Source: an optimization exercise on an open RTL-to-GDS flow (aim: small area). Production flows keep margins and buffers that such runs may drop. Function was checked by simulation only, so behaviour that the tests miss may differ from the original. No driver is modelled on the clock port, so clock power and skew are understated where the tree is cut down; a real chip needs a root buffer or a tree.

run 1:
==> flow/design.v <==
`timescale 1ns / 1ps
module MultTop_seq(input wire clk, input wire reset, input wire m_enable,
                   input wire [7:0] a, input wire [7:0] b,
                   output wire [3:0] an, output wire [7:0] seg);
    reg  [3:0]  mc;
    reg         rv;       
    reg  [7:0]  ar;       
    reg  [15:0] p;        
    wire m_idle = (mc == 4'd0);
    wire m_done = (mc == 4'd9);
    wire m_first = (mc == 4'd1);
    wire [7:0] addend = ar & {8{p[0]}};
    wire [8:0] cy;
    wire [7:0] sm;
    assign cy[0] = 1'b0;
    genvar gi;
    generate for (gi = 0; gi < 8; gi = gi + 1) begin : rca
        assign sm[gi] = p[8+gi] ^ addend[gi] ^ cy[gi];
        assign cy[gi+1] = (p[8+gi] & addend[gi]) | (cy[gi] & (p[8+gi] ^ addend[gi]));
    end endgenerate
    wire [8:0] sum = {cy[8], sm};
    reg  [1:0]  ph;
    reg  [3:0]  ix;
    wire ph_a = (ph == 2'd1);
    wire ph_s = (ph == 2'd3);
    wire ix0 = (ix == 4'd0);
    wire ix15 = (ix == 4'd15);
    reg  [15:0] cp;       
    reg  [15:0] l;        
    wire c_idle = ~ph[0];
    reg         cz;       
    wire diff = cz ? (p != 16'd0) : (p != cp);
    wire cp_load = m_idle & rv & diff & (c_idle | (m_enable & ph_s & ix15));
    wire start = c_idle & rv & (m_first | diff);
    wire step = ph_s;
    wire clr = reset | (ph_s & ix0);
    wire sbit = cp[~ix] & ~reset;
    wire [15:0] li = clr ? 16'd0 : l;
    function [3:0] add3(input [3:0] d);
        add3 = {d[3] | (d[2] & (d[1] | d[0])),
                (d[3] & d[0]) | (d[2] & ~d[1] & ~d[0]),
                (d[3] & ~d[0]) | (~d[2] & d[1]) | (d[1] & d[0]),
                (d[3] & ~d[0]) | (~d[3] & ~d[2] & d[0]) | (d[2] & d[1] & ~d[0])};
    endfunction
    wire [15:0] la = {add3(li[15:12]), add3(li[11:8]), add3(li[7:4]), add3(li[3:0])};
    always @(posedge clk) begin
        if (reset) mc <= 4'd0;
        else if (m_idle) mc <= {3'd0, m_enable};
        else if (m_done) mc <= 4'd0;
        else mc <= mc + 4'd1;
    end
    always @(posedge clk) begin
        if (reset) rv <= 1'b0;
        else if (m_done) rv <= 1'b1;
        else if (m_first) rv <= 1'b0;
        else if (m_idle & m_enable) rv <= rv & diff & ph_s & ix15;
    end
    always @(posedge clk) begin
        if (m_idle) begin
            ar <= a;
            if (m_enable) p <= {8'd0, b};
        end else if (!m_done) begin
            p <= {sum, p[7:1]};
        end
    end
    always @(posedge clk) begin
        if (reset) begin
            ph <= 2'd0;
            ix <= 4'd0;
        end else begin
            if (c_idle) ph <= {1'b0, start};
            else if (ix15) ph <= {1'b1, ~ph[1]};
            if (ph[0]) ix <= ix + 4'd1;
        end
    end
    always @(posedge clk) begin
        if (cp_load) cp <= p;
        if (reset) cz <= 1'b1;
        else if (cp_load) cz <= 1'b0;
    end
    always @(posedge clk) begin
        if (step | reset) l <= {la[14:0], sbit};
    end
    reg [9:0] lo;
    reg [1:0] sel;
    reg       q;
    wire z9 = ~|lo[8:0];
    wire lend = lo[9] & z9;
    always @(posedge clk or posedge reset) begin
        if (reset) lo <= 10'd0;
        else lo <= {lo[8:0], lo[9] ^ lo[6] ^ z9};
    end
    wire sw = q | (lend & ~(&sel));
    wire [1:0] sel_n = reset ? 2'd0 : sel + {1'b0, sw};
    always @(posedge clk) begin
        sel <= sel_n;
        q <= lend & (&sel);
    end
    reg [3:0] d;
    reg [3:0] sv;
    wire capm = ph_a & ~ix0;
    wire holdm = ph[1];
    wire [1:0] idx = sel + {1'b0, sw | capm};
    reg [3:0] mx;
    always @(*) begin
        case (idx)
            2'd0: mx = l[3:0];
            2'd1: mx = l[7:4];
            2'd2: mx = l[11:8];
            default: mx = l[15:12];
        endcase
    end
    always @(posedge clk) begin
        if (capm) sv <= mx;
        if (reset) d <= 4'd0;
        else if (holdm) begin
            if (sw) d <= sv;
        end else if (sw | ~capm) d <= mx;
    end
    function [7:0] segdec(input [3:0] v);
        reg p7;
        begin
            p7 = ~v[1] & ~v[3] & (v[2] ^ v[0]);
            segdec = {p7,
                      v[2] & (v[1] ^ v[0]),
                      v[1] & ~v[2] & ~v[0],
                      p7 | (v[2] & v[1] & v[0]),
                      v[0] | (v[2] & ~v[1]),
                      ~v[3] & ((v[1] & v[0]) | (~v[2] & (v[1] | v[0]))),
                      ~v[3] & (v[2] ? (v[1] & v[0]) : ~v[1]),
                      ~(v[3] & (v[2] | v[1]))};
        end
    endfunction
    assign seg = segdec(d);
    assign an = ~(4'd1 << sel);
endmodule
Settings: LEC_CHECK=0, CAP_MARGIN=20, CORE_MARGIN=2, CORE_UTILIZATION=70, PLACE_DENSITY=0.85, SLEW_MARGIN=20; clock period 10.0 ns.
standard.sh (not shown) runs the stock make flow with config.mk's settings and CLKGATE_MAP_FILE= SYNTH_SCRIPT=/design/flow/synth_recipe.tcl, a recipe that flattens the netlist after the stock synthesis.
==> flow/flow/run.sh <==
#!/bin/bash
set -euo pipefail
W=$PWD
{ head -n 1 synth_recipe.tcl; cat flow/abc_override.tcl; tail -n +2 synth_recipe.tcl; } > my_synth.tcl
sed "s#SYNTH_SCRIPT=[^ ]*#SYNTH_SCRIPT=$W/my_synth.tcl#" standard.sh > my_standard.sh
grep -q "SYNTH_SCRIPT=$W/my_synth.tcl" my_standard.sh
export MY_ABC_SCRIPT=$W/flow/area.abc
export BUFFER_PORTS_ARGS="-buffer_cell sky130_fd_sc_hd__buf_1"
export PRE_CTS_TCL=$W/flow/pre_cts.tcl
export MY_NBUF=8
export MY_BUFCELL=sky130_fd_sc_hd__clkbuf_4
export MY_ROOT=sky130_fd_sc_hd__clkbuf_8
bash my_standard.sh > standard.log 2>&1
Other scripts of this flow, unchanged in this note and not shown: flow/flow/abc_override.tcl, flow/flow/area.abc, flow/flow/pre_cts.tcl
Input changes introduced in run 2 (baseline for comparison: run 1):
-- flow/design.v --
<<< run 1, line 8
    reg  [15:0] p;        
    wire m_idle = (mc == 4'd0);
    wire m_done = (mc == 4'd9);
    wire m_first = (mc == 4'd1);
    wire [7:0] addend = ar & {8{p[0]}};
>>> run 2, line 8
    reg  [15:0] p;        
    wire m_idle = (mc == 4'd0);
    wire m_done = (mc == 4'd5);
    wire m_first = (mc == 4'd1);
    wire [7:0] addend = ar & {8{p[0]}};
<<< run 1, line 48
        else if (m_idle) mc <= {3'd0, m_enable};
        else if (m_done) mc <= 4'd0;
        else mc <= mc + 4'd1;
    end
    always @(posedge clk) begin
>>> run 2, line 48
        else if (m_idle) mc <= {3'd0, m_enable};
        else if (m_done) mc <= 4'd0;
        else mc <= {mc[2:0], mc[3] ^ mc[2] ^ ~|mc[2:0]};
    end
    always @(posedge clk) begin
==> run summary <==
- Run 2 completed end to end with timing, DRC and antenna clean.
- Run 1 completed end to end with timing, DRC and antenna clean.
- Number of detailed-routing iterations run before antenna repair essentially unchanged between run 1 and run 2.
- Compared with run 1, run 2 shows a higher final critical-path required period.
- Any difference in synthesis-to-layout area growth between run 2 and run 1 is small enough to ignore.
- Comparing run 2 with run 1, the endpoint required time on the critical path came out essentially unchanged.
- Of run 2 and run 1, run 2 shows the lower global-route usage, with run 1 above it.
- Compared to run 1, run 2 has final weighted congestion in routability-driven placement 0.041 higher.
- Run 2 — post-synthesis adder-cell area fraction 0.25 points lower, run 1 as reference
- On ratio of final minimum period to clock period, the lower figure sits with run 1, not run 2.
- Insertion delay to the later sink of the worst-skew pair, run 2 and run 1: larger value in run 1
- Wire length, run 2 and run 1: lower on run 2
- Delta (run 2 minus run 1): global-route track usage on met1 fell by 1.3 points, maximum frequency fell 1.0%, design area shrank by about 0.7%.
- Of run 2 and run 1, run 2 shows the lower post-synthesis xor/xnor area fraction, with run 1 above it.
In every run of this note, the design's own scripts or RTL, not TritonCTS, make the clock network.

port drivers added, routing unchanged:
In the flow no input, the clock included, has a driving cell. The finished layouts below were timed again as built, in two steps.
Step 1: set_driving_cell puts a clkbuf_16 on clk and a buf_2 on each other input, an assumption about the parent block.
Step 2 adds t to the input delays and takes it off the output delays; t is the mean of the earliest and latest rising clock arrival at the registers after step 1. Input paths then give back, and output paths get back, about the clock's delay inside the block.
Three values: ideal, step 1, step 2; two values: the first two.
| run | t, ns | setup WS [ns] | hold slack, ns | slew at the worst register clock pin (ns) | worst data-port slew with drivers (ns) |
|---|---|---|---|---|---|
| run 1 | 0.388 | 6.038 / 6.041 / 5.653 | 0.390 / 0.390 / 0.390 | 0.11 / 0.11 | 0.03 |
| run 2 | 0.372 | 5.997 / 5.995 / 5.623 | 0.388 / 0.388 / 0.388 | 0.12 / 0.12 | 0.03 |
After both steps every run listed still meets setup and hold. The setup slack of run 1, which loses most, moves by +0.003 ns with the drivers and by -0.385 ns with both steps.
